Context: an optimization exercise on an open-source flow, tuned for small area and a short achievable clock period. The choices shown serve that exercise and are no tape-out recipe. RTL that was checked went through simulation tests only; none was proved equivalent to the original. No functional check of the RTL was part of run 2.

`standard.sh`:
```
#!/bin/bash
# synth_recipe.tcl (not shown) runs the flow's synth.tcl, then flattens the netlist and writes it again
# the make line also repeats each setting of config.mk as NAME=value (left out here)
make -C /OpenROAD-flow-scripts/flow DESIGN_CONFIG=/design/flow/config.mk WORK_HOME=/design/flow/orfs CLKGATE_MAP_FILE= SYNTH_SCRIPT=/design/flow/synth_recipe.tcl "${@:-finish}"
```
`constraint.sdc`:
```
create_clock -name core_clock -period 10.5 [get_ports {clk}]
set_input_delay 2.1000 -clock core_clock [delete_from_list [all_inputs] [get_ports {clk}]]
set_output_delay 2.1000 -clock core_clock [all_outputs]
set_load 0.01 [all_outputs]
```
`flow/run.sh`:
```
#!/bin/bash
# Own layout flow: the standard ORFS flow (standard.sh, unchanged synthesis), with
#  - timing repair aimed below the design's period (SETUP_SLACK_MARGIN; the SDC is unchanged),
#  - port buffers of a normal buffer cell rather than the smallest one.
# Each step's full log is kept by ORFS under orfs/logs/; make's own output goes to flow.log.
set -uo pipefail
bash standard.sh SETUP_SLACK_MARGIN=7.3 "BUFFER_PORTS_ARGS=-buffer_cell sky130_fd_sc_hd__buf_4" finish > flow.log 2>&1
```
`design.v`:
```
module rrc_filter #(
	parameter WIDTH = 9
)(
	input logic clk,
	input logic rst,
	input logic signed [WIDTH-1:0] filter_in,
	output logic signed [WIDTH-1:0] filter_out
);
  logic [8:0] sr0, sr1, sr2, sr3, sr4, sr5, sr6, sr7, sr8, sr9, sr10, sr11, sr12, sr13, sr14, sr15, sr16, sr17, sr18, sr19, sr20, sr21, sr22, sr23, sr24, sr25, sr26, sr27;
  always_ff @(posedge clk or posedge rst) begin
    if (rst) begin
      sr0 <= 9'd0;
      sr1 <= 9'd0;
      sr2 <= 9'd0;
      sr3 <= 9'd0;
      sr4 <= 9'd0;
      sr5 <= 9'd0;
      sr6 <= 9'd0;
      sr7 <= 9'd0;
      sr8 <= 9'd0;
      sr9 <= 9'd0;
      sr10 <= 9'd0;
      sr11 <= 9'd0;
      sr12 <= 9'd0;
      sr13 <= 9'd0;
      sr14 <= 9'd0;
      sr15 <= 9'd0;
      sr16 <= 9'd0;
      sr17 <= 9'd0;
      sr18 <= 9'd0;
      sr19 <= 9'd0;
      sr20 <= 9'd0;
      sr21 <= 9'd0;
      sr22 <= 9'd0;
      sr23 <= 9'd0;
      sr24 <= 9'd0;
      sr25 <= 9'd0;
      sr26 <= 9'd0;
      sr27 <= 9'd0;
    end else begin
      sr0 <= filter_in;
      sr1 <= sr0;
      sr2 <= sr1;
      sr3 <= sr2;
      sr4 <= sr3;
      sr5 <= sr4;
      sr6 <= sr5;
      sr7 <= sr6;
      sr8 <= sr7;
      sr9 <= sr8;
      sr10 <= sr9;
      sr11 <= sr10;
      sr12 <= sr11;
      sr13 <= sr12;
      sr14 <= sr13;
      sr15 <= sr14;
      sr16 <= sr15;
      sr17 <= sr16;
      sr18 <= sr17;
      sr19 <= sr18;
      sr20 <= sr19;
      sr21 <= sr20;
      sr22 <= sr21;
      sr23 <= sr22;
      sr24 <= sr23;
      sr25 <= sr24;
      sr26 <= sr25;
      sr27 <= sr26;
    end
  end
  logic [9:0] pv0;
  always_ff @(posedge clk or posedge rst) begin
    if (rst) pv0 <= 10'd0;
    else pv0 <= {sr11[8], sr11} + {sr13[8], sr13};
  end
  logic [28:0] cs3;
  logic [34:0] cs2;
  logic [35:0] cs1;
  wire s1, c2;
  rrc_fa u2 (.a(sr15[1]), .b(sr16[0]), .ci(sr16[2]), .s(s1), .co(c2));
  wire s3, c4;
  rrc_ha u4 (.a(sr17[0]), .b(sr18[2]), .s(s3), .co(c4));
  wire s5, c6;
  rrc_fa u6 (.a(sr15[2]), .b(sr16[1]), .ci(sr16[3]), .s(s5), .co(c6));
  wire s7, c8;
  rrc_fa u8 (.a(sr17[1]), .b(sr18[3]), .ci(sr20[3]), .s(s7), .co(c8));
  wire s9, c10;
  rrc_ha u10 (.a(sr18[1]), .b(sr21[3]), .s(s9), .co(c10));
  wire s11, c12;
  rrc_fa u12 (.a(sr15[3]), .b(sr16[2]), .ci(sr16[4]), .s(s11), .co(c12));
  wire s13, c14;
  rrc_fa u14 (.a(sr17[2]), .b(sr18[4]), .ci(sr20[4]), .s(s13), .co(c14));
  wire s15, c16;
  rrc_fa u16 (.a(sr15[0]), .b(sr18[2]), .ci(sr21[4]), .s(s15), .co(c16));
  wire s17, c18;
  rrc_ha u18 (.a(sr23[4]), .b(sr26[5]), .s(s17), .co(c18));
  wire s19, c20;
  rrc_fa u20 (.a(sr15[4]), .b(sr16[3]), .ci(sr16[5]), .s(s19), .co(c20));
  wire s21, c22;
  rrc_fa u22 (.a(sr17[3]), .b(sr18[5]), .ci(sr20[5]), .s(s21), .co(c22));
  wire s23, c24;
  rrc_fa u24 (.a(sr15[1]), .b(sr18[3]), .ci(sr21[5]), .s(s23), .co(c24));
  wire n25 = ~sr24[6];
  wire s26, c27;
  rrc_fa u27 (.a(sr23[5]), .b(sr26[6]), .ci(n25), .s(s26), .co(c27));
  wire s28, c29;
  rrc_fa u29 (.a(sr15[5]), .b(sr16[4]), .ci(sr16[6]), .s(s28), .co(c29));
  wire s30, c31;
  rrc_fa u31 (.a(sr17[4]), .b(sr18[6]), .ci(sr20[6]), .s(s30), .co(c31));
  wire s32, c33;
  rrc_fa u33 (.a(sr15[2]), .b(sr18[4]), .ci(sr21[6]), .s(s32), .co(c33));
  wire n34 = ~sr24[7];
  wire s35, c36;
  rrc_fa u36 (.a(sr23[6]), .b(sr26[7]), .ci(n34), .s(s35), .co(c36));
  wire s37, c38;
  rrc_fa u38 (.a(sr15[6]), .b(sr16[5]), .ci(sr16[7]), .s(s37), .co(c38));
  wire s39, c40;
  rrc_fa u40 (.a(sr17[5]), .b(sr18[7]), .ci(sr20[7]), .s(s39), .co(c40));
  wire s41, c42;
  rrc_fa u42 (.a(sr15[3]), .b(sr18[5]), .ci(sr21[7]), .s(s41), .co(c42));
  wire s43, c44;
  rrc_fa u44 (.a(sr23[7]), .b(sr24[8]), .ci(sr27[8]), .s(s43), .co(c44));
  wire s45, c46;
  rrc_fa u46 (.a(sr15[4]), .b(sr16[8]), .ci(sr18[6]), .s(s45), .co(c46));
  wire s47, c48;
  rrc_fa u48 (.a(sr15[7]), .b(sr16[6]), .ci(sr17[6]), .s(s47), .co(c48));
  wire s49, c50;
  rrc_ha u50 (.a(sr18[8]), .b(sr20[8]), .s(s49), .co(c50));
  wire s51, c52;
  rrc_fa u52 (.a(sr16[0]), .b(sr18[0]), .ci(sr20[0]), .s(s51), .co(c52));
  wire s53, c54;
  rrc_fa u54 (.a(sr15[0]), .b(sr16[1]), .ci(sr18[1]), .s(s53), .co(c54));
  wire s55, c56;
  rrc_fa u56 (.a(sr20[1]), .b(sr23[1]), .ci(sr26[2]), .s(s55), .co(c56));
  wire s57, c58;
  rrc_fa u58 (.a(sr20[2]), .b(sr23[2]), .ci(sr26[3]), .s(s57), .co(c58));
  wire s59, c60;
  rrc_fa u60 (.a(sr18[0]), .b(sr21[2]), .ci(sr24[3]), .s(s59), .co(c60));
  wire s61, c62;
  rrc_ha u62 (.a(s3), .b(s1), .s(s61), .co(c62));
  wire s63, c64;
  rrc_fa u64 (.a(sr23[3]), .b(sr26[4]), .ci(c4), .s(s63), .co(c64));
  wire s65, c66;
  rrc_fa u66 (.a(sr24[4]), .b(sr27[4]), .ci(s9), .s(s65), .co(c66));
  wire s67, c68;
  rrc_fa u68 (.a(c2), .b(s5), .ci(s7), .s(s67), .co(c68));
  wire s69, c70;
  rrc_fa u70 (.a(sr24[5]), .b(sr27[5]), .ci(c10), .s(s69), .co(c70));
  wire s71, c72;
  rrc_fa u72 (.a(s17), .b(c6), .ci(c8), .s(s71), .co(c72));
  wire n73 = ~s15;
  wire s74, c75;
  rrc_fa u75 (.a(s11), .b(s13), .ci(n73), .s(s74), .co(c75));
  wire s76, c77;
  rrc_fa u77 (.a(c18), .b(c12), .ci(c14), .s(s76), .co(c77));
  wire s78, c79;
  rrc_fa u79 (.a(sr27[6]), .b(c16), .ci(s23), .s(s78), .co(c79));
  wire s80, c81;
  rrc_fa u81 (.a(s19), .b(s21), .ci(s26), .s(s80), .co(c81));
  wire s82, c83;
  rrc_fa u83 (.a(c20), .b(c22), .ci(s28), .s(s82), .co(c83));
  wire s84, c85;
  rrc_fa u85 (.a(sr27[7]), .b(c24), .ci(s32), .s(s84), .co(c85));
  wire s86, c87;
  rrc_fa u87 (.a(s30), .b(c27), .ci(s35), .s(s86), .co(c87));
  wire s88, c89;
  rrc_fa u89 (.a(c29), .b(c31), .ci(s37), .s(s88), .co(c89));
  wire s90, c91;
  rrc_fa u91 (.a(sr26[8]), .b(c33), .ci(s41), .s(s90), .co(c91));
  wire s92, c93;
  rrc_fa u93 (.a(s39), .b(s43), .ci(c36), .s(s92), .co(c93));
  wire s94, c95;
  rrc_fa u95 (.a(sr21[8]), .b(c38), .ci(c40), .s(s94), .co(c95));
  wire s96, c97;
  rrc_fa u97 (.a(sr23[8]), .b(s49), .ci(c42), .s(s96), .co(c97));
  wire n98 = ~s45;
  wire s99, c100;
  rrc_fa u100 (.a(c44), .b(s47), .ci(n98), .s(s99), .co(c100));
  wire s101, c102;
  rrc_fa u102 (.a(sr15[5]), .b(sr15[8]), .ci(sr18[7]), .s(s101), .co(c102));
  wire s103, c104;
  rrc_fa u104 (.a(sr16[7]), .b(sr17[7]), .ci(c48), .s(s103), .co(c104));
  wire s105, c106;
  rrc_ha u106 (.a(c50), .b(c46), .s(s105), .co(c106));
  wire s107, c108;
  rrc_ha u108 (.a(sr15[6]), .b(sr16[8]), .s(s107), .co(c108));
  wire s109, c110;
  rrc_fa u110 (.a(sr21[0]), .b(sr24[1]), .ci(sr27[1]), .s(s109), .co(c110));
  wire s111, c112;
  rrc_fa u112 (.a(sr21[1]), .b(sr24[2]), .ci(sr27[2]), .s(s111), .co(c112));
  wire s113, c114;
  rrc_ha u114 (.a(c52), .b(s53), .s(s113), .co(c114));
  wire s115, c116;
  rrc_fa u116 (.a(c54), .b(c56), .ci(s57), .s(s115), .co(c116));
  wire n117 = ~s61;
  wire s118, c119;
  rrc_fa u119 (.a(sr27[3]), .b(s59), .ci(n117), .s(s118), .co(c119));
  wire s120, c121;
  rrc_fa u121 (.a(c58), .b(s63), .ci(c62), .s(s120), .co(c121));
  wire n122 = ~s67;
  wire s123, c124;
  rrc_fa u124 (.a(c60), .b(s65), .ci(n122), .s(s123), .co(c124));
  wire s125, c126;
  rrc_fa u126 (.a(c64), .b(s71), .ci(c68), .s(s125), .co(c126));
  wire n127 = ~s74;
  wire s128, c129;
  rrc_fa u129 (.a(s69), .b(c66), .ci(n127), .s(s128), .co(c129));
  wire s130, c131;
  rrc_fa u131 (.a(c72), .b(s76), .ci(c75), .s(s130), .co(c131));
  wire n132 = ~s80;
  wire s133, c134;
  rrc_fa u134 (.a(c70), .b(s78), .ci(n132), .s(s133), .co(c134));
  wire s135, c136;
  rrc_fa u136 (.a(c77), .b(s82), .ci(c81), .s(s135), .co(c136));
  wire n137 = ~s86;
  wire s138, c139;
  rrc_fa u139 (.a(c79), .b(s84), .ci(n137), .s(s138), .co(c139));
  wire s140, c141;
  rrc_fa u141 (.a(c83), .b(s88), .ci(s92), .s(s140), .co(c141));
  wire n142 = ~c87;
  wire s143, c144;
  rrc_fa u144 (.a(c85), .b(s90), .ci(n142), .s(s143), .co(c144));
  wire s145, c146;
  rrc_fa u146 (.a(s94), .b(c89), .ci(c93), .s(s145), .co(c146));
  wire n147 = ~s99;
  wire s148, c149;
  rrc_fa u149 (.a(s96), .b(c91), .ci(n147), .s(s148), .co(c149));
  wire s150, c151;
  rrc_fa u151 (.a(s101), .b(s105), .ci(c97), .s(s150), .co(c151));
  wire s152, c153;
  rrc_fa u153 (.a(c95), .b(s103), .ci(c100), .s(s152), .co(c153));
  wire s154, c155;
  rrc_fa u155 (.a(sr17[8]), .b(s107), .ci(c102), .s(s154), .co(c155));
  wire n156 = ~c106;
  wire s157, c158;
  rrc_fa u158 (.a(sr18[8]), .b(c104), .ci(n156), .s(s157), .co(c158));
  wire s159, c160;
  rrc_ha u160 (.a(sr23[0]), .b(sr26[1]), .s(s159), .co(c160));
  wire n161 = ~c110;
  wire s162, c163;
  rrc_fa u163 (.a(s55), .b(s113), .ci(n161), .s(s162), .co(c163));
  wire n164 = ~c112;
  wire s165, c166;
  rrc_fa u166 (.a(c114), .b(s115), .ci(n164), .s(s165), .co(c166));
  wire n167 = ~c119;
  wire s168, c169;
  rrc_fa u169 (.a(c116), .b(s120), .ci(n167), .s(s168), .co(c169));
  wire n170 = ~c124;
  wire s171, c172;
  rrc_fa u172 (.a(c121), .b(s125), .ci(n170), .s(s171), .co(c172));
  wire n173 = ~c129;
  wire s174, c175;
  rrc_fa u175 (.a(c126), .b(s130), .ci(n173), .s(s174), .co(c175));
  wire n176 = ~c134;
  wire s177, c178;
  rrc_fa u178 (.a(c131), .b(s135), .ci(n176), .s(s177), .co(c178));
  wire n179 = ~s143;
  wire s180, c181;
  rrc_fa u181 (.a(c136), .b(s140), .ci(n179), .s(s180), .co(c181));
  wire n182 = ~c144;
  wire s183, c184;
  rrc_fa u184 (.a(c141), .b(s145), .ci(n182), .s(s183), .co(c184));
  wire n185 = ~s150;
  wire s186, c187;
  rrc_fa u187 (.a(c146), .b(s152), .ci(n185), .s(s186), .co(c187));
  wire n188 = ~s154;
  wire s189, c190;
  rrc_fa u190 (.a(s157), .b(c153), .ci(n188), .s(s189), .co(c190));
  wire s191, c192;
  rrc_fa u192 (.a(sr15[7]), .b(c108), .ci(c155), .s(s191), .co(c192));
  wire s193, c194;
  rrc_ha u194 (.a(sr24[0]), .b(sr27[0]), .s(s193), .co(c194));
  wire n195 = ~s109;
  wire s196, c197;
  rrc_fa u197 (.a(s159), .b(s51), .ci(n195), .s(s196), .co(c197));
  wire n198 = ~s111;
  wire s199, c200;
  rrc_fa u200 (.a(c160), .b(s162), .ci(n198), .s(s199), .co(c200));
  wire n201 = ~s118;
  wire s202, c203;
  rrc_fa u203 (.a(c163), .b(s165), .ci(n201), .s(s202), .co(c203));
  wire n204 = ~s123;
  wire s205, c206;
  rrc_fa u206 (.a(c166), .b(s168), .ci(n204), .s(s205), .co(c206));
  wire n207 = ~s128;
  wire s208, c209;
  rrc_fa u209 (.a(c169), .b(s171), .ci(n207), .s(s208), .co(c209));
  wire n210 = ~s133;
  wire s211, c212;
  rrc_fa u212 (.a(c172), .b(s174), .ci(n210), .s(s211), .co(c212));
  wire n213 = ~s138;
  wire s214, c215;
  rrc_fa u215 (.a(c175), .b(s177), .ci(n213), .s(s214), .co(c215));
  wire n216 = ~c139;
  wire s217, c218;
  rrc_fa u218 (.a(c178), .b(s180), .ci(n216), .s(s217), .co(c218));
  wire n219 = ~s148;
  wire s220, c221;
  rrc_fa u221 (.a(s183), .b(c181), .ci(n219), .s(s220), .co(c221));
  wire n222 = ~c149;
  wire s223, c224;
  rrc_fa u224 (.a(s186), .b(c184), .ci(n222), .s(s223), .co(c224));
  wire n225 = ~c151;
  wire s226, c227;
  rrc_fa u227 (.a(s189), .b(c187), .ci(n225), .s(s226), .co(c227));
  wire n228 = ~s191;
  wire s229, c230;
  rrc_fa u230 (.a(c158), .b(c190), .ci(n228), .s(s229), .co(c230));
  wire n231 = ~c192;
  wire s232, c233;
  rrc_ha u233 (.a(sr15[8]), .b(n231), .s(s232), .co(c233));
  wire s234, c235;
  rrc_ha u235 (.a(cs3[8]), .b(cs3[9]), .s(s234), .co(c235));
  wire s236, c237;
  rrc_fa u237 (.a(cs3[10]), .b(cs3[11]), .ci(sr8[2]), .s(s236), .co(c237));
  wire s238, c239;
  rrc_fa u239 (.a(cs3[12]), .b(cs3[13]), .ci(sr8[3]), .s(s238), .co(c239));
  wire s240, c241;
  rrc_ha u241 (.a(sr11[5]), .b(sr13[0]), .s(s240), .co(c241));
  wire s242, c243;
  rrc_fa u243 (.a(cs3[14]), .b(cs3[15]), .ci(sr8[4]), .s(s242), .co(c243));
  wire s244, c245;
  rrc_fa u245 (.a(sr11[6]), .b(sr13[0]), .ci(sr13[1]), .s(s244), .co(c245));
  wire s246, c247;
  rrc_fa u247 (.a(sr11[3]), .b(sr15[3]), .ci(pv0[3]), .s(s246), .co(c247));
  wire s248, c249;
  rrc_fa u249 (.a(cs3[16]), .b(cs3[17]), .ci(sr8[5]), .s(s248), .co(c249));
  wire s250, c251;
  rrc_fa u251 (.a(sr11[7]), .b(sr13[1]), .ci(sr13[2]), .s(s250), .co(c251));
  wire s252, c253;
  rrc_fa u253 (.a(sr11[4]), .b(sr15[4]), .ci(pv0[4]), .s(s252), .co(c253));
  wire s254, c255;
  rrc_ha u255 (.a(sr13[6]), .b(sr15[7]), .s(s254), .co(c255));
  wire s256, c257;
  rrc_fa u257 (.a(cs3[18]), .b(cs3[19]), .ci(sr8[6]), .s(s256), .co(c257));
  wire s258, c259;
  rrc_fa u259 (.a(sr13[2]), .b(sr13[3]), .ci(sr13[7]), .s(s258), .co(c259));
  wire s260, c261;
  rrc_fa u261 (.a(sr11[5]), .b(sr11[8]), .ci(sr15[5]), .s(s260), .co(c261));
  wire n262 = ~sr15[8];
  wire s263, c264;
  rrc_fa u264 (.a(pv0[2]), .b(pv0[9]), .ci(n262), .s(s263), .co(c264));
  wire s265, c266;
  rrc_fa u266 (.a(cs3[20]), .b(cs3[21]), .ci(sr8[7]), .s(s265), .co(c266));
  wire s267, c268;
  rrc_fa u268 (.a(sr11[6]), .b(sr13[8]), .ci(sr15[6]), .s(s267), .co(c268));
  wire s269, c270;
  rrc_ha u270 (.a(sr13[3]), .b(sr13[4]), .s(s269), .co(c270));
  wire s271, c272;
  rrc_fa u272 (.a(cs3[22]), .b(cs3[23]), .ci(sr13[4]), .s(s271), .co(c272));
  wire s273, c274;
  rrc_ha u274 (.a(sr8[8]), .b(sr11[7]), .s(s273), .co(c274));
  wire s275, c276;
  rrc_ha u276 (.a(cs3[24]), .b(cs3[25]), .s(s275), .co(c276));
  wire s277, c278;
  rrc_ha u278 (.a(cs3[6]), .b(cs3[7]), .s(s277), .co(c278));
  wire s279, c280;
  rrc_fa u280 (.a(sr8[1]), .b(sr11[3]), .ci(sr13[2]), .s(s279), .co(c280));
  wire s281, c282;
  rrc_fa u282 (.a(sr11[0]), .b(sr15[0]), .ci(pv0[0]), .s(s281), .co(c282));
  wire s283, c284;
  rrc_fa u284 (.a(sr11[4]), .b(sr13[3]), .ci(sr15[4]), .s(s283), .co(c284));
  wire s285, c286;
  rrc_fa u286 (.a(sr11[1]), .b(sr15[1]), .ci(pv0[1]), .s(s285), .co(c286));
  wire s287, c288;
  rrc_ha u288 (.a(c235), .b(s236), .s(s287), .co(c288));
  wire s289, c290;
  rrc_fa u290 (.a(sr11[2]), .b(sr15[2]), .ci(pv0[2]), .s(s289), .co(c290));
  wire s291, c292;
  rrc_fa u292 (.a(sr13[4]), .b(sr15[5]), .ci(s240), .s(s291), .co(c292));
  wire n293 = ~pv0[6];
  wire s294, c295;
  rrc_fa u295 (.a(c237), .b(s238), .ci(n293), .s(s294), .co(c295));
  wire s296, c297;
  rrc_fa u297 (.a(sr13[5]), .b(sr15[6]), .ci(pv0[0]), .s(s296), .co(c297));
  wire s298, c299;
  rrc_fa u299 (.a(c241), .b(c239), .ci(s242), .s(s298), .co(c299));
  wire n300 = ~s244;
  wire s301, c302;
  rrc_fa u302 (.a(pv0[7]), .b(s246), .ci(n300), .s(s301), .co(c302));
  wire s303, c304;
  rrc_fa u304 (.a(pv0[1]), .b(s254), .ci(c243), .s(s303), .co(c304));
  wire s305, c306;
  rrc_fa u306 (.a(c245), .b(s248), .ci(s250), .s(s305), .co(c306));
  wire s307, c308;
  rrc_fa u308 (.a(pv0[8]), .b(c247), .ci(s252), .s(s307), .co(c308));
  wire s309, c310;
  rrc_fa u310 (.a(c255), .b(c249), .ci(c251), .s(s309), .co(c310));
  wire s311, c312;
  rrc_fa u312 (.a(pv0[5]), .b(c253), .ci(s260), .s(s311), .co(c312));
  wire s313, c314;
  rrc_fa u314 (.a(s256), .b(s258), .ci(s263), .s(s313), .co(c314));
  wire s315, c316;
  rrc_fa u316 (.a(pv0[3]), .b(s269), .ci(c257), .s(s315), .co(c316));
  wire s317, c318;
  rrc_fa u318 (.a(pv0[6]), .b(c261), .ci(s267), .s(s317), .co(c318));
  wire s319, c320;
  rrc_fa u320 (.a(c259), .b(s265), .ci(c264), .s(s319), .co(c320));
  wire s321, c322;
  rrc_fa u322 (.a(sr13[5]), .b(pv0[4]), .ci(c270), .s(s321), .co(c322));
  wire s323, c324;
  rrc_fa u324 (.a(sr15[7]), .b(pv0[7]), .ci(s273), .s(s323), .co(c324));
  wire n325 = ~c268;
  wire s326, c327;
  rrc_fa u327 (.a(c266), .b(s271), .ci(n325), .s(s326), .co(c327));
  wire s328, c329;
  rrc_fa u329 (.a(sr11[8]), .b(sr13[5]), .ci(sr13[6]), .s(s328), .co(c329));
  wire s330, c331;
  rrc_fa u331 (.a(sr15[8]), .b(pv0[5]), .ci(s275), .s(s330), .co(c331));
  wire n332 = ~c272;
  wire s333, c334;
  rrc_fa u334 (.a(pv0[8]), .b(c274), .ci(n332), .s(s333), .co(c334));
  wire s335, c336;
  rrc_fa u336 (.a(cs3[26]), .b(cs3[27]), .ci(sr13[6]), .s(s335), .co(c336));
  wire s337, c338;
  rrc_fa u338 (.a(sr13[7]), .b(pv0[6]), .ci(pv0[9]), .s(s337), .co(c338));
  wire s339, c340;
  rrc_ha u340 (.a(cs3[2]), .b(sr11[0]), .s(s339), .co(c340));
  wire s341, c342;
  rrc_fa u342 (.a(cs3[4]), .b(cs3[5]), .ci(sr11[1]), .s(s341), .co(c342));
  wire s343, c344;
  rrc_ha u344 (.a(sr13[0]), .b(sr15[1]), .s(s343), .co(c344));
  wire s345, c346;
  rrc_fa u346 (.a(sr8[0]), .b(sr11[2]), .ci(sr13[1]), .s(s345), .co(c346));
  wire n347 = ~pv0[3];
  wire s348, c349;
  rrc_fa u349 (.a(sr15[2]), .b(s277), .ci(n347), .s(s348), .co(c349));
  wire s350, c351;
  rrc_fa u351 (.a(sr15[3]), .b(c278), .ci(s234), .s(s350), .co(c351));
  wire n352 = ~s279;
  wire s353, c354;
  rrc_fa u354 (.a(pv0[4]), .b(s281), .ci(n352), .s(s353), .co(c354));
  wire s355, c356;
  rrc_fa u356 (.a(pv0[5]), .b(c282), .ci(s285), .s(s355), .co(c356));
  wire s357, c358;
  rrc_fa u358 (.a(c280), .b(s283), .ci(s287), .s(s357), .co(c358));
  wire s359, c360;
  rrc_fa u360 (.a(c284), .b(c288), .ci(s291), .s(s359), .co(c360));
  wire n361 = ~s294;
  wire s362, c363;
  rrc_fa u363 (.a(c286), .b(s289), .ci(n361), .s(s362), .co(c363));
  wire s364, c365;
  rrc_fa u365 (.a(s296), .b(c292), .ci(c295), .s(s364), .co(c365));
  wire n366 = ~s298;
  wire s367, c368;
  rrc_fa u368 (.a(c290), .b(s301), .ci(n366), .s(s367), .co(c368));
  wire s369, c370;
  rrc_fa u370 (.a(c297), .b(s303), .ci(c299), .s(s369), .co(c370));
  wire n371 = ~s305;
  wire s372, c373;
  rrc_fa u373 (.a(s307), .b(c302), .ci(n371), .s(s372), .co(c373));
  wire s374, c375;
  rrc_fa u375 (.a(c304), .b(s309), .ci(c306), .s(s374), .co(c375));
  wire n376 = ~s313;
  wire s377, c378;
  rrc_fa u378 (.a(c308), .b(s311), .ci(n376), .s(s377), .co(c378));
  wire s379, c380;
  rrc_fa u380 (.a(c310), .b(s315), .ci(s319), .s(s379), .co(c380));
  wire n381 = ~c314;
  wire s382, c383;
  rrc_fa u383 (.a(c312), .b(s317), .ci(n381), .s(s382), .co(c383));
  wire s384, c385;
  rrc_fa u385 (.a(s321), .b(c316), .ci(c320), .s(s384), .co(c385));
  wire n386 = ~s326;
  wire s387, c388;
  rrc_fa u388 (.a(s323), .b(c318), .ci(n386), .s(s387), .co(c388));
  wire s389, c390;
  rrc_fa u390 (.a(s328), .b(c322), .ci(s330), .s(s389), .co(c390));
  wire n391 = ~c327;
  wire s392, c393;
  rrc_fa u393 (.a(c324), .b(s333), .ci(n391), .s(s392), .co(c393));
  wire s394, c395;
  rrc_fa u395 (.a(c276), .b(c329), .ci(s335), .s(s394), .co(c395));
  wire n396 = ~c334;
  wire s397, c398;
  rrc_fa u398 (.a(s337), .b(c331), .ci(n396), .s(s397), .co(c398));
  wire s399, c400;
  rrc_fa u400 (.a(cs3[28]), .b(sr13[7]), .ci(pv0[7]), .s(s399), .co(c400));
  wire n401 = ~sr13[8];
  wire s402, c403;
  rrc_fa u403 (.a(c336), .b(c338), .ci(n401), .s(s402), .co(c403));
  wire s404, c405;
  rrc_ha u405 (.a(cs3[3]), .b(pv0[1]), .s(s404), .co(c405));
  wire s406, c407;
  rrc_fa u407 (.a(c340), .b(s343), .ci(s341), .s(s406), .co(c407));
  wire s408, c409;
  rrc_fa u409 (.a(c344), .b(c342), .ci(s345), .s(s408), .co(c409));
  wire s410, c411;
  rrc_fa u411 (.a(c346), .b(c349), .ci(s350), .s(s410), .co(c411));
  wire n412 = ~s355;
  wire s413, c414;
  rrc_fa u414 (.a(c351), .b(s357), .ci(n412), .s(s413), .co(c414));
  wire n415 = ~c356;
  wire s416, c417;
  rrc_fa u417 (.a(c358), .b(s359), .ci(n415), .s(s416), .co(c417));
  wire n418 = ~c363;
  wire s419, c420;
  rrc_fa u420 (.a(c360), .b(s364), .ci(n418), .s(s419), .co(c420));
  wire n421 = ~c368;
  wire s422, c423;
  rrc_fa u423 (.a(c365), .b(s369), .ci(n421), .s(s422), .co(c423));
  wire n424 = ~c373;
  wire s425, c426;
  rrc_fa u426 (.a(c370), .b(s374), .ci(n424), .s(s425), .co(c426));
  wire n427 = ~s382;
  wire s428, c429;
  rrc_fa u429 (.a(c375), .b(s379), .ci(n427), .s(s428), .co(c429));
  wire n430 = ~c383;
  wire s431, c432;
  rrc_fa u432 (.a(c380), .b(s384), .ci(n430), .s(s431), .co(c432));
  wire n433 = ~c388;
  wire s434, c435;
  rrc_fa u435 (.a(s389), .b(c385), .ci(n433), .s(s434), .co(c435));
  wire s436, c437;
  rrc_fa u437 (.a(s394), .b(c390), .ci(s397), .s(s436), .co(c437));
  wire s438, c439;
  rrc_fa u439 (.a(s399), .b(s402), .ci(c395), .s(s438), .co(c439));
  wire s440, c441;
  rrc_fa u441 (.a(pv0[8]), .b(c400), .ci(c403), .s(s440), .co(c441));
  wire s442, c443;
  rrc_ha u443 (.a(cs3[1]), .b(pv0[0]), .s(s442), .co(c443));
  wire n444 = ~s404;
  wire s445, c446;
  rrc_fa u446 (.a(sr15[0]), .b(s339), .ci(n444), .s(s445), .co(c446));
  wire n447 = ~s406;
  wire s448, c449;
  rrc_fa u449 (.a(pv0[2]), .b(c405), .ci(n447), .s(s448), .co(c449));
  wire s450, c451;
  rrc_fa u451 (.a(s348), .b(c407), .ci(s408), .s(s450), .co(c451));
  wire n452 = ~s353;
  wire s453, c454;
  rrc_fa u454 (.a(c409), .b(s410), .ci(n452), .s(s453), .co(c454));
  wire n455 = ~c354;
  wire s456, c457;
  rrc_fa u457 (.a(c411), .b(s413), .ci(n455), .s(s456), .co(c457));
  wire n458 = ~s362;
  wire s459, c460;
  rrc_fa u460 (.a(c414), .b(s416), .ci(n458), .s(s459), .co(c460));
  wire n461 = ~s367;
  wire s462, c463;
  rrc_fa u463 (.a(c417), .b(s419), .ci(n461), .s(s462), .co(c463));
  wire n464 = ~s372;
  wire s465, c466;
  rrc_fa u466 (.a(c420), .b(s422), .ci(n464), .s(s465), .co(c466));
  wire n467 = ~s377;
  wire s468, c469;
  rrc_fa u469 (.a(c423), .b(s425), .ci(n467), .s(s468), .co(c469));
  wire n470 = ~c378;
  wire s471, c472;
  rrc_fa u472 (.a(c426), .b(s428), .ci(n470), .s(s471), .co(c472));
  wire n473 = ~s387;
  wire s474, c475;
  rrc_fa u475 (.a(s431), .b(c429), .ci(n473), .s(s474), .co(c475));
  wire n476 = ~s392;
  wire s477, c478;
  rrc_fa u478 (.a(c432), .b(s434), .ci(n476), .s(s477), .co(c478));
  wire n479 = ~c393;
  wire s480, c481;
  rrc_fa u481 (.a(s436), .b(c435), .ci(n479), .s(s480), .co(c481));
  wire s482, c483;
  rrc_fa u483 (.a(s438), .b(c398), .ci(c437), .s(s482), .co(c483));
  wire n484 = ~sr13[8];
  wire s485, c486;
  rrc_fa u486 (.a(s440), .b(c439), .ci(n484), .s(s485), .co(c486));
  wire n487 = ~pv0[9];
  wire s488, c489;
  rrc_ha u489 (.a(c441), .b(n487), .s(s488), .co(c489));
  wire s490, c491;
  rrc_ha u491 (.a(cs2[5]), .b(sr0[2]), .s(s490), .co(c491));
  wire s492, c493;
  rrc_fa u493 (.a(cs2[6]), .b(sr0[3]), .ci(sr3[2]), .s(s492), .co(c493));
  wire s494, c495;
  rrc_fa u495 (.a(sr6[2]), .b(sr8[2]), .ci(sr10[0]), .s(s494), .co(c495));
  wire s496, c497;
  rrc_fa u497 (.a(cs2[8]), .b(cs2[9]), .ci(sr0[4]), .s(s496), .co(c497));
  wire s498, c499;
  rrc_fa u499 (.a(sr3[3]), .b(sr6[3]), .ci(sr8[3]), .s(s498), .co(c499));
  wire s500, c501;
  rrc_ha u501 (.a(sr10[1]), .b(sr10[3]), .s(s500), .co(c501));
  wire s502, c503;
  rrc_fa u503 (.a(cs2[10]), .b(cs2[11]), .ci(sr0[5]), .s(s502), .co(c503));
  wire s504, c505;
  rrc_fa u505 (.a(sr3[4]), .b(sr6[4]), .ci(sr8[4]), .s(s504), .co(c505));
  wire s506, c507;
  rrc_fa u507 (.a(sr2[5]), .b(sr5[4]), .ci(sr8[2]), .s(s506), .co(c507));
  wire s508, c509;
  rrc_ha u509 (.a(sr10[2]), .b(sr10[4]), .s(s508), .co(c509));
  wire s510, c511;
  rrc_fa u511 (.a(cs2[12]), .b(cs2[13]), .ci(sr0[6]), .s(s510), .co(c511));
  wire s512, c513;
  rrc_fa u513 (.a(sr3[5]), .b(sr6[5]), .ci(sr8[5]), .s(s512), .co(c513));
  wire s514, c515;
  rrc_fa u515 (.a(sr2[6]), .b(sr5[5]), .ci(sr8[3]), .s(s514), .co(c515));
  wire s516, c517;
  rrc_fa u517 (.a(sr10[3]), .b(sr10[5]), .ci(sr11[4]), .s(s516), .co(c517));
  wire s518, c519;
  rrc_fa u519 (.a(cs2[14]), .b(cs2[15]), .ci(sr0[7]), .s(s518), .co(c519));
  wire s520, c521;
  rrc_fa u521 (.a(sr3[6]), .b(sr6[6]), .ci(sr8[6]), .s(s520), .co(c521));
  wire s522, c523;
  rrc_fa u523 (.a(sr2[7]), .b(sr5[6]), .ci(sr8[4]), .s(s522), .co(c523));
  wire s524, c525;
  rrc_fa u525 (.a(sr10[4]), .b(sr10[6]), .ci(sr11[5]), .s(s524), .co(c525));
  wire s526, c527;
  rrc_fa u527 (.a(cs2[16]), .b(cs2[17]), .ci(sr2[8]), .s(s526), .co(c527));
  wire s528, c529;
  rrc_fa u529 (.a(sr3[7]), .b(sr6[7]), .ci(sr8[7]), .s(s528), .co(c529));
  wire s530, c531;
  rrc_fa u531 (.a(sr0[8]), .b(sr5[7]), .ci(sr8[5]), .s(s530), .co(c531));
  wire s532, c533;
  rrc_fa u533 (.a(sr10[5]), .b(sr10[7]), .ci(sr11[6]), .s(s532), .co(c533));
  wire s534, c535;
  rrc_fa u535 (.a(sr3[8]), .b(sr6[8]), .ci(sr8[6]), .s(s534), .co(c535));
  wire s536, c537;
  rrc_fa u537 (.a(cs2[18]), .b(cs2[19]), .ci(sr5[8]), .s(s536), .co(c537));
  wire s538, c539;
  rrc_fa u539 (.a(sr8[8]), .b(sr10[8]), .ci(sr11[4]), .s(s538), .co(c539));
  wire s540, c541;
  rrc_fa u541 (.a(cs2[2]), .b(sr0[1]), .ci(sr3[0]), .s(s540), .co(c541));
  wire s542, c543;
  rrc_ha u543 (.a(sr6[0]), .b(sr8[0]), .s(s542), .co(c543));
  wire s544, c545;
  rrc_fa u545 (.a(sr3[1]), .b(sr6[1]), .ci(sr8[1]), .s(s544), .co(c545));
  wire s546, c547;
  rrc_fa u547 (.a(cs2[4]), .b(sr2[2]), .ci(sr5[1]), .s(s546), .co(c547));
  wire s548, c549;
  rrc_ha u549 (.a(sr10[1]), .b(sr11[0]), .s(s548), .co(c549));
  wire s550, c551;
  rrc_fa u551 (.a(cs2[7]), .b(sr2[3]), .ci(sr5[2]), .s(s550), .co(c551));
  wire s552, c553;
  rrc_fa u553 (.a(sr10[2]), .b(sr11[1]), .ci(c491), .s(s552), .co(c553));
  wire n554 = ~sr8[0];
  wire s555, c556;
  rrc_fa u556 (.a(s492), .b(s494), .ci(n554), .s(s555), .co(c556));
  wire s557, c558;
  rrc_fa u558 (.a(sr2[4]), .b(sr5[3]), .ci(sr8[1]), .s(s557), .co(c558));
  wire s559, c560;
  rrc_fa u560 (.a(sr11[2]), .b(s500), .ci(c493), .s(s559), .co(c560));
  wire s561, c562;
  rrc_fa u562 (.a(c495), .b(s496), .ci(s498), .s(s561), .co(c562));
  wire s563, c564;
  rrc_fa u564 (.a(sr11[3]), .b(c501), .ci(s508), .s(s563), .co(c564));
  wire s565, c566;
  rrc_fa u566 (.a(c497), .b(c499), .ci(s502), .s(s565), .co(c566));
  wire n567 = ~s504;
  wire s568, c569;
  rrc_fa u569 (.a(sr11[0]), .b(s506), .ci(n567), .s(s568), .co(c569));
  wire s570, c571;
  rrc_fa u571 (.a(c509), .b(c503), .ci(c505), .s(s570), .co(c571));
  wire s572, c573;
  rrc_fa u573 (.a(s510), .b(s512), .ci(s516), .s(s572), .co(c573));
  wire s574, c575;
  rrc_fa u575 (.a(sr11[1]), .b(c507), .ci(s514), .s(s574), .co(c575));
  wire s576, c577;
  rrc_fa u577 (.a(c511), .b(c513), .ci(c517), .s(s576), .co(c577));
  wire s578, c579;
  rrc_fa u579 (.a(s518), .b(s520), .ci(s524), .s(s578), .co(c579));
  wire s580, c581;
  rrc_fa u581 (.a(sr11[2]), .b(c515), .ci(s522), .s(s580), .co(c581));
  wire s582, c583;
  rrc_fa u583 (.a(c519), .b(c521), .ci(c525), .s(s582), .co(c583));
  wire s584, c585;
  rrc_fa u585 (.a(s526), .b(s528), .ci(s532), .s(s584), .co(c585));
  wire s586, c587;
  rrc_fa u587 (.a(sr11[3]), .b(c523), .ci(s530), .s(s586), .co(c587));
  wire s588, c589;
  rrc_fa u589 (.a(sr10[6]), .b(sr11[7]), .ci(c527), .s(s588), .co(c589));
  wire s590, c591;
  rrc_fa u591 (.a(c529), .b(c533), .ci(s536), .s(s590), .co(c591));
  wire s592, c593;
  rrc_fa u593 (.a(c531), .b(s534), .ci(s538), .s(s592), .co(c593));
  wire s594, c595;
  rrc_fa u595 (.a(sr8[7]), .b(sr11[5]), .ci(sr11[8]), .s(s594), .co(c595));
  wire s596, c597;
  rrc_fa u597 (.a(cs2[20]), .b(cs2[21]), .ci(sr10[7]), .s(s596), .co(c597));
  wire n598 = ~c537;
  wire s599, c600;
  rrc_fa u600 (.a(c535), .b(c539), .ci(n598), .s(s599), .co(c600));
  wire s601, c602;
  rrc_fa u602 (.a(cs2[22]), .b(cs2[23]), .ci(sr8[8]), .s(s601), .co(c602));
  wire s603, c604;
  rrc_fa u604 (.a(cs2[3]), .b(sr2[1]), .ci(sr5[0]), .s(s603), .co(c604));
  wire s605, c606;
  rrc_fa u606 (.a(c543), .b(s490), .ci(s548), .s(s605), .co(c606));
  wire s607, c608;
  rrc_ha u608 (.a(c541), .b(s544), .s(s607), .co(c608));
  wire s609, c610;
  rrc_fa u610 (.a(c549), .b(c545), .ci(s552), .s(s609), .co(c610));
  wire n611 = ~s555;
  wire s612, c613;
  rrc_fa u613 (.a(c547), .b(s550), .ci(n611), .s(s612), .co(c613));
  wire s614, c615;
  rrc_fa u615 (.a(c553), .b(s559), .ci(c556), .s(s614), .co(c615));
  wire n616 = ~s561;
  wire s617, c618;
  rrc_fa u618 (.a(c551), .b(s557), .ci(n616), .s(s617), .co(c618));
  wire s619, c620;
  rrc_fa u620 (.a(s563), .b(c560), .ci(c562), .s(s619), .co(c620));
  wire n621 = ~s565;
  wire s622, c623;
  rrc_fa u623 (.a(c558), .b(s568), .ci(n621), .s(s622), .co(c623));
  wire s624, c625;
  rrc_fa u625 (.a(c564), .b(s570), .ci(c566), .s(s624), .co(c625));
  wire n626 = ~s572;
  wire s627, c628;
  rrc_fa u628 (.a(s574), .b(c569), .ci(n626), .s(s627), .co(c628));
  wire s629, c630;
  rrc_fa u630 (.a(c571), .b(s576), .ci(c573), .s(s629), .co(c630));
  wire n631 = ~s578;
  wire s632, c633;
  rrc_fa u633 (.a(c575), .b(s580), .ci(n631), .s(s632), .co(c633));
  wire s634, c635;
  rrc_fa u635 (.a(c577), .b(s582), .ci(c579), .s(s634), .co(c635));
  wire n636 = ~s584;
  wire s637, c638;
  rrc_fa u638 (.a(c581), .b(s586), .ci(n636), .s(s637), .co(c638));
  wire s639, c640;
  rrc_fa u640 (.a(c583), .b(s588), .ci(c585), .s(s639), .co(c640));
  wire n641 = ~s590;
  wire s642, c643;
  rrc_fa u643 (.a(c587), .b(s592), .ci(n641), .s(s642), .co(c643));
  wire s644, c645;
  rrc_fa u645 (.a(s596), .b(c589), .ci(c591), .s(s644), .co(c645));
  wire s646, c647;
  rrc_fa u647 (.a(s594), .b(c593), .ci(s599), .s(s646), .co(c647));
  wire s648, c649;
  rrc_fa u649 (.a(sr10[8]), .b(sr11[6]), .ci(c595), .s(s648), .co(c649));
  wire n650 = ~c600;
  wire s651, c652;
  rrc_fa u652 (.a(c597), .b(s601), .ci(n650), .s(s651), .co(c652));
  wire s653, c654;
  rrc_fa u654 (.a(cs2[24]), .b(cs2[25]), .ci(c602), .s(s653), .co(c654));
  wire s655, c656;
  rrc_ha u656 (.a(cs2[0]), .b(sr0[0]), .s(s655), .co(c656));
  wire s657, c658;
  rrc_fa u658 (.a(sr10[0]), .b(s542), .ci(s540), .s(s657), .co(c658));
  wire n659 = ~c604;
  wire s660, c661;
  rrc_fa u661 (.a(s605), .b(s607), .ci(n659), .s(s660), .co(c661));
  wire s662, c663;
  rrc_fa u663 (.a(c606), .b(c608), .ci(s609), .s(s662), .co(c663));
  wire n664 = ~c613;
  wire s665, c666;
  rrc_fa u666 (.a(c610), .b(s614), .ci(n664), .s(s665), .co(c666));
  wire n667 = ~c618;
  wire s668, c669;
  rrc_fa u669 (.a(c615), .b(s619), .ci(n667), .s(s668), .co(c669));
  wire n670 = ~c623;
  wire s671, c672;
  rrc_fa u672 (.a(c620), .b(s624), .ci(n670), .s(s671), .co(c672));
  wire n673 = ~c628;
  wire s674, c675;
  rrc_fa u675 (.a(c625), .b(s629), .ci(n673), .s(s674), .co(c675));
  wire n676 = ~c633;
  wire s677, c678;
  rrc_fa u678 (.a(c630), .b(s634), .ci(n676), .s(s677), .co(c678));
  wire n679 = ~c638;
  wire s680, c681;
  rrc_fa u681 (.a(c635), .b(s639), .ci(n679), .s(s680), .co(c681));
  wire n682 = ~s646;
  wire s683, c684;
  rrc_fa u684 (.a(c640), .b(s644), .ci(n682), .s(s683), .co(c684));
  wire n685 = ~s648;
  wire s686, c687;
  rrc_fa u687 (.a(c645), .b(s651), .ci(n685), .s(s686), .co(c687));
  wire n688 = ~sr11[7];
  wire s689, c690;
  rrc_fa u690 (.a(s653), .b(c652), .ci(n688), .s(s689), .co(c690));
  wire s691, c692;
  rrc_fa u692 (.a(cs2[26]), .b(cs2[27]), .ci(sr11[8]), .s(s691), .co(c692));
  wire s693, c694;
  rrc_ha u694 (.a(cs2[1]), .b(sr2[0]), .s(s693), .co(c694));
  wire n695 = ~s603;
  wire s696, c697;
  rrc_fa u697 (.a(c656), .b(s657), .ci(n695), .s(s696), .co(c697));
  wire n698 = ~s546;
  wire s699, c700;
  rrc_fa u700 (.a(c658), .b(s660), .ci(n698), .s(s699), .co(c700));
  wire n701 = ~s612;
  wire s702, c703;
  rrc_fa u703 (.a(c661), .b(s662), .ci(n701), .s(s702), .co(c703));
  wire n704 = ~s617;
  wire s705, c706;
  rrc_fa u706 (.a(c663), .b(s665), .ci(n704), .s(s705), .co(c706));
  wire n707 = ~s622;
  wire s708, c709;
  rrc_fa u709 (.a(c666), .b(s668), .ci(n707), .s(s708), .co(c709));
  wire n710 = ~s627;
  wire s711, c712;
  rrc_fa u712 (.a(c669), .b(s671), .ci(n710), .s(s711), .co(c712));
  wire n713 = ~s632;
  wire s714, c715;
  rrc_fa u715 (.a(c672), .b(s674), .ci(n713), .s(s714), .co(c715));
  wire n716 = ~s637;
  wire s717, c718;
  rrc_fa u718 (.a(c675), .b(s677), .ci(n716), .s(s717), .co(c718));
  wire n719 = ~s642;
  wire s720, c721;
  rrc_fa u721 (.a(c678), .b(s680), .ci(n719), .s(s720), .co(c721));
  wire n722 = ~c643;
  wire s723, c724;
  rrc_fa u724 (.a(c681), .b(s683), .ci(n722), .s(s723), .co(c724));
  wire n725 = ~c647;
  wire s726, c727;
  rrc_fa u727 (.a(s686), .b(c684), .ci(n725), .s(s726), .co(c727));
  wire n728 = ~c649;
  wire s729, c730;
  rrc_fa u730 (.a(s689), .b(c687), .ci(n728), .s(s729), .co(c730));
  wire s731, c732;
  rrc_fa u732 (.a(s691), .b(c654), .ci(c690), .s(s731), .co(c732));
  wire s733, c734;
  rrc_fa u734 (.a(cs2[28]), .b(cs2[29]), .ci(c692), .s(s733), .co(c734));
  wire s735, c736;
  rrc_ha u736 (.a(cs2[30]), .b(cs2[31]), .s(s735), .co(c736));
  wire s737, c738;
  rrc_ha u738 (.a(cs2[32]), .b(cs2[33]), .s(s737), .co(c738));
  wire n739 = ~cs1[1];
  wire n740 = ~sr0[0];
  wire n741 = ~cs1[3];
  wire n742 = ~sr0[1];
  wire n743 = ~sr0[2];
  wire n744 = ~sr0[3];
  wire n745 = ~sr0[4];
  wire n746 = ~sr0[5];
  wire n747 = ~sr0[6];
  wire n748 = ~sr0[7];
  wire n749 = ~cs1[4];
  wire s750, c751;
  rrc_ha u751 (.a(cs1[6]), .b(cs1[7]), .s(s750), .co(c751));
  wire s752, c753;
  rrc_fa1 u753 (.a(cs1[8]), .b(cs1[9]), .s(s752), .co(c753));
  wire s754, c755;
  rrc_fa1 u755 (.a(cs1[10]), .b(cs1[11]), .s(s754), .co(c755));
  wire s756, c757;
  rrc_fa1 u757 (.a(cs1[12]), .b(cs1[13]), .s(s756), .co(c757));
  wire s758, c759;
  rrc_ha u759 (.a(cs1[14]), .b(cs1[15]), .s(s758), .co(c759));
  wire s760, c761;
  rrc_ha u761 (.a(cs1[16]), .b(cs1[17]), .s(s760), .co(c761));
  wire n762 = ~cs1[18];
  wire n763 = ~cs1[20];
  wire n764 = ~cs1[22];
  wire s765, c766;
  rrc_ha u766 (.a(cs1[0]), .b(n739), .s(s765), .co(c766));
  wire s767, c768;
  rrc_fa u768 (.a(cs1[2]), .b(n741), .ci(n742), .s(s767), .co(c768));
  wire s769, c770;
  rrc_fa u770 (.a(cs1[5]), .b(n743), .ci(n749), .s(s769), .co(c770));
  wire s771, c772;
  rrc_fa u772 (.a(cs1[4]), .b(n744), .ci(s750), .s(s771), .co(c772));
  wire s773, c774;
  rrc_fa u774 (.a(n745), .b(c751), .ci(s752), .s(s773), .co(c774));
  wire s775, c776;
  rrc_fa u776 (.a(n746), .b(c753), .ci(s754), .s(s775), .co(c776));
  wire s777, c778;
  rrc_fa u778 (.a(n747), .b(c755), .ci(s756), .s(s777), .co(c778));
  wire s779, c780;
  rrc_fa u780 (.a(n748), .b(c757), .ci(s758), .s(s779), .co(c780));
  wire s781, c782;
  rrc_fa u782 (.a(sr0[8]), .b(c759), .ci(s760), .s(s781), .co(c782));
  wire s783, c784;
  rrc_fa u784 (.a(cs1[19]), .b(n762), .ci(c761), .s(s783), .co(c784));
  wire s785, c786;
  rrc_fa u786 (.a(cs1[21]), .b(cs1[18]), .ci(n763), .s(s785), .co(c786));
  wire s787, c788;
  rrc_fa u788 (.a(cs1[23]), .b(cs1[20]), .ci(n764), .s(s787), .co(c788));
  wire s789, c790;
  rrc_fa u790 (.a(cs1[24]), .b(cs1[25]), .ci(cs1[22]), .s(s789), .co(c790));
  wire s791, c792;
  rrc_ha u792 (.a(cs1[26]), .b(cs1[27]), .s(s791), .co(c792));
  wire s793, c794;
  rrc_fa1 u794 (.a(cs1[28]), .b(cs1[29]), .s(s793), .co(c794));
  wire s795, c796;
  rrc_ha u796 (.a(cs1[30]), .b(cs1[31]), .s(s795), .co(c796));
  wire s797, c798;
  rrc_fa1 u798 (.a(cs1[32]), .b(cs1[33]), .s(s797), .co(c798));
  wire s799, c800;
  rrc_ha u800 (.a(cs1[34]), .b(cs1[35]), .s(s799), .co(c800));
  always_ff @(posedge clk or posedge rst) begin
    if (rst) cs3 <= 29'b01100111000111010000111000100;
    else cs3 <= {c233, c230, s232, c227, s229, c224, s226, c221, s223, c218, s220, c215, s217, c212, s214, c209, s211, c206, s208, c203, s205, c200, s202, c197, s199, c194, s196, s193, sr26[0]};
  end
  always_ff @(posedge clk or posedge rst) begin
    if (rst) cs2 <= 35'b01100100011100111001000010001110000;
    else cs2 <= {c489, c486, s488, c483, s485, c481, s482, c478, s480, c475, s477, c472, s474, c469, s471, c466, s468, c463, s465, c460, s462, c457, s459, c454, s456, c451, s453, c449, s450, c446, s448, c443, s445, s442, cs3[0]};
  end
  always_ff @(posedge clk or posedge rst) begin
    if (rst) cs1 <= 36'b100000110011010101110011000001000100;
    else cs1 <= {c738, cs2[34], c736, s737, c734, s735, c732, s733, c730, s731, c727, s729, c724, s726, c721, s723, c718, s720, c715, s717, c712, s714, c709, s711, c706, s708, c703, s705, c700, s702, c697, s699, c694, s696, s693, s655};
  end
  wire [18:0] fa_ = {1'b1, s799, s797, s795, s793, s791, s789, s787, s785, s783, s781, s779, s777, s775, s773, s771, s769, s767, n740};
  wire [18:0] fb_ = {c800, c798, c796, c794, c792, c790, c788, c786, c784, c782, c780, c778, c776, c774, c772, c770, c768, c766, s765};
  wire [18:0] sum_ = fa_ + fb_;
  wire ovf_ = (sum_[18] != sum_[16]) || (sum_[17] != sum_[16]);
  wire [8:0] y_ = ovf_ ? (sum_[18] ? 9'h100 : 9'h0ff) : sum_[16:8];
  always_ff @(posedge clk or posedge rst) begin
    if (rst) filter_out <= 9'd0;
    else filter_out <= y_;
  end
endmodule
module rrc_fa (input logic a, input logic b, input logic ci, output logic s, output logic co);
  assign s = a ^ b ^ ci;
  assign co = (a & b) | (a & ci) | (b & ci);
endmodule
module rrc_fa1 (input logic a, input logic b, output logic s, output logic co);
  assign s = ~(a ^ b);
  assign co = a | b;
endmodule
module rrc_ha (input logic a, input logic b, output logic s, output logic co);
  assign s = a ^ b;
  assign co = a & b;
endmodule
```
`config.mk`:
```
export PLATFORM = sky130hd
export DESIGN_NAME = rrc_filter
export DESIGN_NICKNAME = rrc_filter
export VERILOG_FILES = /design/flow/design.v
export SDC_FILE = /design/flow/constraint.sdc
export NUM_CORES = 4
export LEC_CHECK = 0
export ABC_CLOCK_PERIOD_IN_PS = 800
export CAP_MARGIN = 20
export CORE_MARGIN = 2
export CORE_UTILIZATION = 70
export CTS_BUF_LIST = sky130_fd_sc_hd__clkbuf_16
export CTS_CLUSTER_DIAMETER = 80
export CTS_CLUSTER_SIZE = 30
export PLACE_DENSITY = 0.75
export SLEW_MARGIN = 20
export SYNTH_HIERARCHICAL = 1
```
==> key figures, run 1 <==
Run status
  • Outcome: no timing/DRC/antenna violations

Timing
  • Endpoints failing hold: 0
  • RSZ-0062 raised after global routing: true
  • Slew Viols, Final: 0
  • Skew final: 0.0271 ns
  • Final worst-path cycle share: 30.6%
  • Endpoints failing setup: 0
  • Slew HR: 45.7%
  • Fin Setup TNS: 0 ns
  • FMAX: 311 MHz
  • Tightest Pin Transition: 0.814 ns
  • Minimum clock period: 3.22 ns

Clock tree
  • H-tree Lvls: 1
  • CTS tree: done
  • Clk root buf: clkbuf_16
  • Clock transition at path regs: 0.10 ns
  • Longest Clk Path Bufs: 3
  • CTS Buf Count: 17
  • Clock sink count: 370
  • Hold bufs inserted after CTS: 0
  • Worst-skew pair later-pin latency: 0.53 ns

Floorplanning
  • Core Region: 24,400 um2
  • Die area: 26,200 um2
  • IO Pins: 20
  • Std-Cell Rows: 57
  • Initial core utilization: 71.6%
  • Die height: 162 um
  • Die W: 162 um

Finish
  • Final design utilization: 78.1%
  • Ant diodes: 0
  • Share of layout cells above drive strength 1: 16.0%
  • Commonest non-fill, non-tap cell in the layout: dfrtp_1
  • NumNets Final: 1,445
  • Area growth, synth to finish: 9.14%
  • Commonest cells after routing, fill and taps aside: dfrtp_1, fa_1, inv_1

Synthesis
  • Ranking of synthesized cells by area: dfrtp_1, fa_1, dfstp_2, ha_1, inv_1
  • Synth Flop Type: dfrtp_1
  • Synthesized instance count: 1,003
  • EDFF count, synth: 0
  • Yosys top cell by area: dfrtp_1
  • Syn Area/Cell: 17.4 um2
  • Synthesis-stage register bit count: 370
  • Synth warn: 7
  • Async set-reset flop share out of synthesis: 100%
  • Top cell type's share of synthesized area: 47.2%
  • Mapped Area: 17,500 um2
  • Distinct cells, synth: 40
  • Fraction of the yosys area taken by sequential cells: 53.3%

Setup path
  • Setup crit end kind: flip-flop
  • Critical Path Fanout Max: 8
  • Worst R2R Path Depth: 12
  • Slowest cell on the critical path: fa_1
  • Startpoint types: flip-flop
  • Critical path type: flip-flop to flip-flop
  • Worst Path Arrival: 3.67 ns
  • Setup slack, reg-to-reg: 7.28 ns
  • Worst r2r src: cs1[10]$_DFF_PP0_
  • Reg-to-reg endpoint: filter_out[7]$_DFF_PP0_
  • Crit path required time: 10.95 ns
  • CP cell instances: inv_2 > ha_4 > inv_2 > fa_1 > ha_4 > a211o_1 > o211ai_1 > a211oi_2 > a311oi_4 > buf_4 > o21ai_4 > o21ai_1
  • Crit-path max cell delay: 0.56 ns

Hold path
  • HP Class: flip-flop to flip-flop
  • Hold EP: sr13[8]$_DFF_PP0_
  • Worst Hold Depth: 0
  • Min-delay src: sr12[8]$_DFF_PP0_

Drt
  • Residual DRC: 0
  • Routed vias/inst: 5.43
  • Detail Route met3 WL: 966 um
  • Routed WL: 29,800 um
  • DR iter-0 viols: 611
  • WL met2: 15,300 um
  • DR top layer: met4
  • Wire per inst: 21.2 um
  • Drt first pass iters: 4
  • Remaining antenna violation count: 0
  • Vias: 7,611
  • WL met1: 12,700 um

GRT
  • Remaining global-route overflow: 0
  • Vias in the first global route: 8,902
  • Initial antenna violation count: 0
  • Global-route wire length before repair: 49,000 um
  • Overall Global Routing Usage: 25.4%
  • Largest net degree at the start of global routing: 176

Place
  • DP HPWL: 22,100 um
  • Port Buffers: 19
  • GP Congestion: 0.828

Job
  • Max Cap Viol: 0
-- modules after synthesis, one instance, submodules excluded --
module | times used | cell area [um2] | cells inside | flops+latches
rrc_ha | 41 | 12.5 | 1 | 0
rrc_filter | 1 | 10900 | 643 | 370
rrc_fa | 294 | 20.0 | 1 | 0
rrc_fa1 | 5 | 27.5 | 5 | 0
-- kinds of logic after synthesis --
| family | Yosys count | synth area share, % |
|---|---|---|
| AOI/OAI and AO/OA | 66 | 2.67 |
| xor gates and xnor gates | 15 | 0.753 |
| adders and majority gates | 367 | 39.0 |
| buffers and inverters | 148 | 3.18 |
| DFF | 370 | 53.3 |
| and+or+nand+nor | 37 | 1.08 |
-- repair_timing --
action,in CTS,in global routing
setup endpoints to repair,100,264
pin swaps,11,30
gates resized for setup,22,54
hold endpoints to repair,0,0
buffers inserted,5,18
-- per-layer routing --
| metal | vias to the layer above | global-route usage (%) |
|---|---|---|
| li1 | 3212 | - |
| met1 | 4235 | 38.6 |
| met2 | 118 | 40.9 |
| met3 | 46 | 3.52 |
| met4 | 0 | 6.28 |
| met5 | - | 0 |
-- cells in the mapped netlist, types with 2 or more instances --
cell type and count:
dfrtp_1 329, fa_1 295, inv_1 147, ha_1 72, dfstp_2 41, a21oi_1 15
nand2_1 12, o21ai_0 10, o21ai_1 8, xor2_1 8, nor2_1 7, xnor2_1 7
nand3_1 6, a21o_1 5, a211oi_1 4, and3_1 4, a211o_1 3, o211ai_1 3
a31o_2 2, a31oi_1 2, nor2b_1 2, o21a_1 2, o21bai_1 2
-- worst max-delay path: cells and delay by family, from the launching register on --
kind	cells	cell delay [ns]
buffers and inverters	3	0.26
AOI/OAI and AO/OA	6	1.43
DFF	1	0.38
adders and majority gates	3	1.05
-- registers in the layout, indices dropped and copies added, names as in the netlist, 10 cells and up --
name  count
cs1      36
cs3      28
cs2      35
pv0      10
-- area by class of cell --
cell class / count / area (um2)
multi-input cells: 485 / 7840
flip-flops and latches: 370 / 9330
fillers: 1375 / 5340
inverters: 147 / 556
clock inverters: 12 / 98.8
well taps: 324 / 405
clock buffers: 17 / 425
repair buffers: 46 / 397
-- per-stage QoR --
stage               setup WS, ns  area, um2  cells  hold WS [ns]
floorplan                   3.47      17500   1003         0.331
global placement            5.88      18000   1349         0.331
detailed placement          5.84      18000   1349         0.335
CTS                         7.30      18700   1383         0.339
global route                7.17      19100   1401         0.344
finish                      7.28      19100   1401         0.342
-- how the worst max path moves through the flow --
stage | startpoint | end | cells after the start
floorplan | rst | cs1[0]$_DFF_PP0_ | 1
global placement | rst | sr23[5]$_DFF_PP0_ | 5
detailed placement | rst | sr23[5]$_DFF_PP0_ | 5
CTS | sr15[3]$_DFF_PP0_ | cs3[16]$_DFF_PP1_ | 6
global route | cs1[10]$_DFF_PP0_ | filter_out[7]$_DFF_PP0_ | 12
finish | cs1[10]$_DFF_PP0_ | filter_out[7]$_DFF_PP0_ | 12
==> inputs of run 2 (changes only) <==
--- a/design.v
+++ b/design.v
@@ -890,9 +890,12 @@
   end
   wire [18:0] fa_ = {1'b1, s799, s797, s795, s793, s791, s789, s787, s785, s783, s781, s779, s777, s775, s773, s771, s769, s767, n740};
   wire [18:0] fb_ = {c800, c798, c796, c794, c792, c790, c788, c786, c784, c782, c780, c778, c776, c774, c772, c770, c768, c766, s765};
-  wire [18:0] sum_ = fa_ + fb_;
-  wire ovf_ = (sum_[18] != sum_[16]) || (sum_[17] != sum_[16]);
-  wire [8:0] y_ = ovf_ ? (sum_[18] ? 9'h100 : 9'h0ff) : sum_[16:8];
+  wire c8_;
+  wire [8:0] y0_, y1_;
+  rrc_carry8 u_c8 (.a(fa_[7:0]), .b(fb_[7:0]), .co(c8_));
+  rrc_hsat u_h0 (.a(fa_[18:8]), .b(fb_[18:8]), .ci(1'b0), .y(y0_));
+  rrc_hsat u_h1 (.a(fa_[18:8]), .b(fb_[18:8]), .ci(1'b1), .y(y1_));
+  wire [8:0] y_ = c8_ ? y1_ : y0_;
   always_ff @(posedge clk or posedge rst) begin
     if (rst) filter_out <= 9'd0;
     else filter_out <= y_;
@@ -902,6 +905,15 @@
   assign s = a ^ b ^ ci;
   assign co = (a & b) | (a & ci) | (b & ci);
 endmodule
+module rrc_carry8 (input logic [7:0] a, input logic [7:0] b, output logic co);
+  wire [8:0] t = {1'b0, a} + {1'b0, b};
+  assign co = t[8];
+endmodule
+module rrc_hsat (input logic [10:0] a, input logic [10:0] b, input logic ci, output logic [8:0] y);
+  wire [10:0] t = a + b + {10'd0, ci};
+  wire ovf = (t[10] != t[8]) || (t[9] != t[8]);
+  assign y = ovf ? (t[10] ? 9'h100 : 9'h0ff) : t[8:0];
+endmodule
 module rrc_fa1 (input logic a, input logic b, output logic s, output logic co);
   assign s = ~(a ^ b);
   assign co = a | b;
==> config.mk (replaced) <==
export PLATFORM = sky130hd
export DESIGN_NAME = rrc_filter
export DESIGN_NICKNAME = rrc_filter
export VERILOG_FILES = /design/flow/design.v
export SDC_FILE = /design/flow/constraint.sdc
export NUM_CORES = 4
export LEC_CHECK = 0
export ABC_CLOCK_PERIOD_IN_PS = 800
export CAP_MARGIN = 20
export CORE_MARGIN = 2
export CORE_UTILIZATION = 55
export CTS_BUF_LIST = sky130_fd_sc_hd__clkbuf_4 sky130_fd_sc_hd__clkbuf_8
export CTS_CLUSTER_DIAMETER = 60
export CTS_CLUSTER_SIZE = 20
export SLEW_MARGIN = 20
export SYNTH_HIERARCHICAL = 1
==> run 2 against run 1 <==
  * Still clean on timing, DRC and antenna
  * Fmax shrank 9.7%
  * Synthesized cell count rose by 7.1%
  * Core utilization shrank 17 points
  * Area after synthesis grew 4.0%
  * Sequential share of layout area is 2.1 points lower
  * Register-to-register slack got worse by 0.35 ns
  * Setup slack worse by 0.35 ns
  * Die area rose by 32%
  * Clock-buffer cell count is 17 higher
  * Cell area up 4.4%
==> key figures, run 2 <==
GRT
  • Vias in the first global route: 9,074 (was 8,902)
  • Overall Global Routing Usage: 19.3% (was 25.4%)
  • Met2 Use GR: 31.6% (was 40.9%)
  • Largest net degree at the start of global routing: 179 (was 176)
  • Grt peak-use layer: met2 (unchanged)
  • Met1 usage: 28.6% (was 38.6%)

Synthesis
  • EDFF count, synth: 0 (unchanged)
  • Synth warn: 7 (unchanged)
  • Synth Flop Type: dfrtp_1 (unchanged)
  • Syn Area/Cell: 16.9 um2 (was 17.4 um2)
  • Synthesis-stage register bit count: 370 (unchanged)
  • Distinct cells, synth: 45 (was 40)
  • Yosys top cell by area: dfrtp_1 (unchanged)
  • Count leader, synth: dfrtp_1 (unchanged)
  • Async set-reset flop share out of synthesis: 100% (unchanged)

Place
  • Port Buffers: 19 (unchanged)
  • GP Congestion: 0.805 (was 0.828)

Setup path
  • Critical path's top delay family: adder cells (was compound AO/OA/AOI/OAI gates)
  • Startpoint types: flip-flop (unchanged)

Hold path
  • Hold EP: sr5[3]$_DFF_PP0_ (was sr13[8]$_DFF_PP0_)

Finish
  • NumNets Final: 1,533 (was 1,445)
  • Largest register FFs: 36 (unchanged)
  • Share of layout cells above drive strength 1: 17.3% (was 16.0%)
  • FILL cells: 2,482 (was 1,375)
  • Commonest non-fill, non-tap cell in the layout: dfrtp_1 (unchanged)
  • Finished Cell Area: 19,900 um2 (was 19,100 um2)
  • Area growth, synth to finish: 9.52% (was 9.14%)
  • Biggest regs: cs1: 36 flops, cs2: 35 flops, cs3: 28 flops (unchanged)
  • Commonest cells after routing, fill and taps aside: dfrtp_1, fa_1, inv_1 (unchanged)

Floorplanning
  • Die area: 34,500 um2 (was 26,200 um2)
  • Die height: 186 um (was 162 um)
  • Initial core utilization: 55.8% (was 71.6%)
  • Core Region: 32,500 um2 (was 24,400 um2)

Timing
  • Tightest Pin Transition: 0.985 ns (was 0.814 ns)
  • Final worst-path cycle share: 33.9% (was 30.6%)
  • Skew final: 0.0309 ns (was 0.0271 ns)
  • Slew HR: 34.4% (was 45.7%)
  • Endpoints failing hold: 0 (unchanged)

Clock tree
  • Clock sink count: 370 (unchanged)
  • H-tree Lvls: 1 (unchanged)
  • Clk root buf: clkbuf_8 (was clkbuf_16)
  • Clock transition at path regs: 0.12 ns (was 0.10 ns)

Drt
  • Remaining antenna violation count: 0 (unchanged)
  • Vias: 7,863 (was 7,611)
  • Residual DRC: 0 (unchanged)
  • Wire per inst: 18.7 um (was 21.2 um)

Run status
  • Outcome: no timing/DRC/antenna violations (unchanged)
==> run 2: metal layers <==
layer | routed length (um) | vias up | share of wire, %
met5 | 0 | - | 0
met4 | 558 | 0 | 1.9
met3 | 638 | 35 | 2.1
met2 | 14900 | 62 | 50
met1 | 14000 | 4283 | 46
li1 | - | 3483 | -
==> run 2: area by class of cell <==
type	count	area, um2	area share, %
Clock inverter	22	290	1.46
Inverter	157	593	2.98
Clock buffer	34	455	2.29
Timing Repair Buffer	36	343	1.72
Sequential cell	370	9330	46.9
Multi-Input combinational cell	548	8320	41.9
Tap cell	442	553	2.78
==> run 2: timing repair <==
action | 4_1_cts | 5_1_grt
setup endpoints to repair | 116 | 203
gates resized for setup | 22 | 16
buffers inserted | 3 | 9
pin swaps | 13 | 2
==> run 2: how the worst max path moves through the flow <==
stage | to | slack (ns) | cells past startpoint | from
finish | filter_out[7]$_DFF_PP0_ | 6.94 | 13 | cs1[16]$_DFF_PP1_
global route | filter_out[6]$_DFF_PP0_ | 6.77 | 13 | cs1[16]$_DFF_PP1_
CTS | filter_out[7]$_DFF_PP0_ | 6.91 | 13 | cs1[16]$_DFF_PP1_
detailed placement | cs3[19]$_DFF_PP0_ | 6.37 | 4 | rst
global placement | sr15[4]$_DFF_PP0_ | 6.41 | 4 | rst
floorplan | cs1[0]$_DFF_PP0_ | 3.47 | 1 | rst
==> run 2: logic make-up after synthesis <==
kind of cell | count (synthesis) | share of synthesized area (%)
AOI/OAI and AO/OA | 81 | 3.67
muxes | 9 | 0.558
adders and majority gates | 379 | 38.5
xor gates and xnor gates | 21 | 1.18
DFF | 370 | 51.3
buffers and inverters | 158 | 3.27
and+or+nand+nor | 54 | 1.51
other | 2 | 0.0414
==> run 2: stage by stage <==
step                setup slack (ns)  cells  hold WS, ns
detailed placement              6.37   1540        0.335
global placement                6.41   1540        0.331
CTS                             6.91   1599        0.344
floorplan                       3.47   1076        0.331
finish                          6.94   1609        0.335
global route                    6.77   1609        0.342
==> run 2: worst register-to-register path: stages (launching register included) <==
cell and delay (ns):
dfstp_2 0.55, ha_4 0.20, fa_2 0.57, fa_2 0.23
inv_2 0.04, fa_2 0.36, nor2b_4 0.14, o31a_4 0.15
o21ai_4 0.07, a21o_2 0.22, a211oi_4 0.27, a21boi_4 0.33
a21oi_1 0.07, mux2_2 0.27
==> run 2: modules after synthesis, one instance, submodules excluded <==
module	cell area, um2	times used	flip-flops and latches	cells inside
rrc_fa1	27.5	5	0	5
rrc_filter	10300	1	370	546
rrc_carry8	141	1	0	16
rrc_fa	20.0	294	0	1
rrc_hsat	612	2	0	76
rrc_ha	12.5	41	0	1

[what the ideal ports hide]
How much do the figures lean on ideal ports? The routed layouts below were timed once more, with nothing changed but the port constraints.
Step 1: set_driving_cell puts a clkbuf_16 on clk and a buf_2 on each other input, an assumption about the parent block.
Step 2 also shifts input and output timing later by t, the mid clock arrival at the registers, as if the neighbouring blocks saw the same clock.
a / b / c = ideal / step 1 / step 2; a / b = the first two.
run | shift t [ns] | slack for setup (ns) | clock arrival spread, ns
run 1 | 0.566 | 7.282 / 7.282 / 6.999 | 0.029 / 0.028
run 2 | 0.657 | 6.937 / 6.937 / 6.901 | 0.037 / 0.037
After both steps every run listed still meets setup and hold. For run 1, which loses most, drivers alone change the setup slack by 0.000 ns; drivers and shift together by -0.283 ns. The worst setup slack also covers recovery checks on asynchronous resets.
